This design comes from an exercise in tuning for small area and a short achievable clock period on the open sky130 flow, not from production work. The RTL was checked by simulation tests, not by an equivalence proof against the original design. Power is estimated from default activity; no workload was simulated.

// proc
module proc (
  imem_addr, dmem_addr, dmem_wdata, dmem_re, dmem_we, halt_out,
  clk, rst, imem_data, dmem_rdata
  );
Settings: LEC_CHECK=0, CAP_MARGIN=20, CORE_MARGIN=2, CORE_UTILIZATION=55, CTS_BUF_LIST=sky130_fd_sc_hd__clkbuf_8, CTS_CLUSTER_DIAMETER=50, CTS_CLUSTER_SIZE=20, SETUP_SLACK_MARGIN=5, SLEW_MARGIN=20; clock period 9.0 ns.
standard.sh (not shown) runs the stock make flow with config.mk's settings and CLKGATE_MAP_FILE= SYNTH_SCRIPT=/design/flow/synth_recipe.tcl, a recipe that flattens the netlist after the stock synthesis.
==> flow/flow/run.sh <==
#!/bin/bash
# The standard ORFS layout (the standard.sh) with one change to how it
# sizes cells: the port buffers that the standard flow inserts use the
# smallest buffer (buf_1) instead of the resizer's default pick.
set -euo pipefail
export BUFFER_PORTS_ARGS="-buffer_cell sky130_fd_sc_hd__buf_1"
bash standard.sh > standard_flow.log 2>&1
Rerun with:
--- a/flow/design.v
+++ b/flow/design.v
@@ -18,19 +18,19 @@
   reg [7:0]  imm_e;                 
   reg [2:0]  rs_e, rt_e;           
   reg [1:0]  opl_e;                
   reg        sub_e, jr_e;
   reg        r_add_e, r_xor_e, r_andn_e, r_imm_e, r_btr_e, r_set_e, r_sh_e;
   reg [1:0]  shop_e;               
   reg [3:0]  shamt_e;              
   reg [2:0]  wreg_e;
   reg        regw_e, memr_e, memw_e, br_e, jmp_e, halt_e;
-  reg [15:0] alu_m, wdata_m, tgt_m;  
+  reg [15:0] alu_m, wdata_m;       
   reg [2:0]  wreg_m;
   reg        regw_m, re_m, we_m, redir_m, halt_m;
   reg [15:0] rf [0:7];
   wire [4:0] op = ir_d[15:11];
   wire [2:0] fs = ir_d[10:8];
   wire [2:0] ft = ir_d[7:5];
   wire [1:0] d_fn = ir_d[1:0];
   wire d_st    = (op == 5'b10000);
   wire d_ld    = (op == 5'b10001);
@@ -66,19 +66,19 @@
   wire d_r_set  = (op[4:2] == 3'b111);
   wire d_r_sh   = ~(d_r_add | d_r_xor | d_r_andn | d_r_lbi | d_r_btr | d_r_set);    
   wire [1:0] d_shop = (op[4:2] == 3'b101) ? op[1:0] : (op == 5'b11010) ? d_fn : d_r_slbi ? 2'b01 : 2'b00;
   wire stall = memr_e & ((rt_e == fs) & d_rsv | (rt_e == d_rt) & d_rtv);
   wire [15:0] wd;
   integer i;
   always @(posedge clk) begin
     for (i = 0; i < 8; i = i + 1)
       if (rst | (regw_m & (wreg_m == i)))
-        rf[i] <= rst ? 16'h0000 : wd;
+        rf[i] <= wd;
   end
   wire [2:0] sel1 = d_memw ? fs : ft;
   wire [2:0] sel2 = d_memw ? ft : fs;
   wire [7:0] oh1 = 8'b1 << sel1;
   wire [7:0] oh2 = 8'b1 << sel2;
   reg [15:0] rd_1, rd_2;
   integer j;
   always @(*) begin
     rd_1 = 16'h0; rd_2 = 16'h0;
@@ -93,20 +93,21 @@
   wire fa_mem = regw_m & d_rsv & (fs == wreg_m);
   wire fb_ex  = regw_e & d_rtv & (d_rt == wreg_e);
   wire fb_mem = regw_m & d_rtv & (d_rt == wreg_m);
   wire [15:0] x_n = fb_ex ? res : fb_mem ? wbv : rd_1;
   wire [15:0] y_n = fa_ld ? rd_1 : fa_ex ? res : fa_mem ? wbv : rd_2;
   wire [15:0] pc2 = pc + 16'd2;
   wire [15:0] pc_d_nx = stall ? pc : pc2;
   assign imem_addr = pc;
   always @(posedge clk) begin
-    if (rst) pc <= 16'h0000;
-    else if (!stall) pc <= redir_m ? tgt_m : pc2;
+    pc <= ({16{~rst & ~stall &  redir_m}} & wdata_m) |
+          ({16{~rst & ~stall & ~redir_m}} & pc2) |
+          ({16{~rst &  stall}} & pc);
     ir_d[15:11] <= rst ? 5'b00001 : imem_data[15:11];    
     ir_d[10:0]  <= imem_data[10:0];
     pc_d <= pc_d_nx;
   end
   always @(posedge clk) begin
     x_e    <= d_jr ? rd_2 : (d_br | op == 5'b00100 | op == 5'b00110) ? pc_d :
               (d_bimm | d_r_lbi) ? d_imm : x_n;
     y_e    <= (d_memw & ~stall) ? x_n : y_n;
     imm_e  <= ir_d[7:0];
@@ -172,31 +173,33 @@
                ({16{r_sh_e}}   & sh_res);
   wire yz = (y == 16'h0000);
   wire cond = opl_e[1] ? (opl_e[0] ? ~y[15] : y[15]) : (opl_e[0] ? ~yz : yz);
   wire [8:0]  t_lo   = {1'b0, x[7:0]} + {1'b0, imm[7:0]};
   wire [7:0]  t_hi8  = x[15:8] + {8{imm[7]}} + {7'b0, t_lo[8]};
   wire [7:0]  t_hi11 = x[15:8] + {{5{rs_e[2]}}, rs_e} + {7'b0, t_lo[8]};
   wire [7:0]  t_hi   = (jr_e | (br_e & cond)) ? t_hi8 : t_hi11;
   always @(posedge clk) begin
     alu_m   <= res;
-    wdata_m <= y;
-    tgt_m   <= {t_hi, t_lo[7:0]};
+    wdata_m <= (br_e | jmp_e) ? {t_hi, t_lo[7:0]} : y;
     wreg_m  <= wreg_e;
     if (rst) begin
       regw_m <= 1'b0; re_m <= 1'b0; we_m <= 1'b0; redir_m <= 1'b0; halt_m <= 1'b0;
     end else begin
       regw_m  <= regw_e;
       re_m    <= memr_e & ~memw_e;
       we_m    <= memw_e;
       redir_m <= br_e | jmp_e;
       halt_m  <= halt_e;
     end
   end
   assign dmem_addr  = alu_m;
   assign dmem_wdata = wdata_m;
   assign dmem_re    = re_m;
   assign dmem_we    = we_m & ~rst;
   assign halt_out   = halt_m;
   assign wbv = re_m ? dmem_rdata : alu_m;
   wire jl_next = (imem_data[15:12] == 4'b0011);
-  assign wd = jl_next ? pc_d_nx : wbv;
+  wire w_pc  = ~rst & jl_next;
+  wire w_rd  = ~rst & ~jl_next & re_m;
+  wire w_alu = ~rst & ~jl_next & ~re_m;
+  assign wd = ({16{w_pc}} & pc_d_nx) | ({16{w_rd}} & dmem_rdata) | ({16{w_alu}} & alu_m);
 endmodule
The new run finished with timing, DRC and antenna clean.
Clock power goes down by 3.6%.
Global-route usage goes up by 0.76 points.
Count of clock-buffer cells in the layout goes down by 6.
Power goes down by 2.8%.
Synthesized cell count goes up by 1.2%.
Critical path depth stays the same.
Via count goes up by 3.1%.
Sequential power goes down by about 6%.
Wire length goes up by 2.2%.

-- re-timing with driven ports --
The results above use ideal ports. As a check the final layouts listed here were re-extracted and re-timed, cells and wires unchanged. Step 1: set_driving_cell puts a clkbuf_16 on clk and a buf_2 on each other input, an assumption about the parent block. Step 2 adds t to the input delays and takes it off the output delays; t is the mean of the earliest and latest rising clock arrival at the registers after step 1. Input paths then give back, and output paths get back, about the clock's delay inside the block. Slacks: ideal / step 1 / step 2; pairs: ideal / step 1.
| run | t, ns | slack for setup (ns) | hold WS [ns] | worst setup path after step 2 | worst register clock-pin slew, ns |
|---|---|---|---|---|---|
| the first run | 0.623 | 4.947 / 4.898 / 4.898 | 0.410 / 0.410 / 0.410 | input to output | 0.10 / 0.10 |
| the second run | 0.666 | 4.947 / 4.904 / 4.904 | 0.423 / 0.423 / 0.423 | input to output | 0.11 / 0.11 |
After both steps setup and hold are still met in every run listed. For the first run, which loses most, drivers alone change the setup slack by -0.049 ns; drivers and shift together by -0.049 ns.
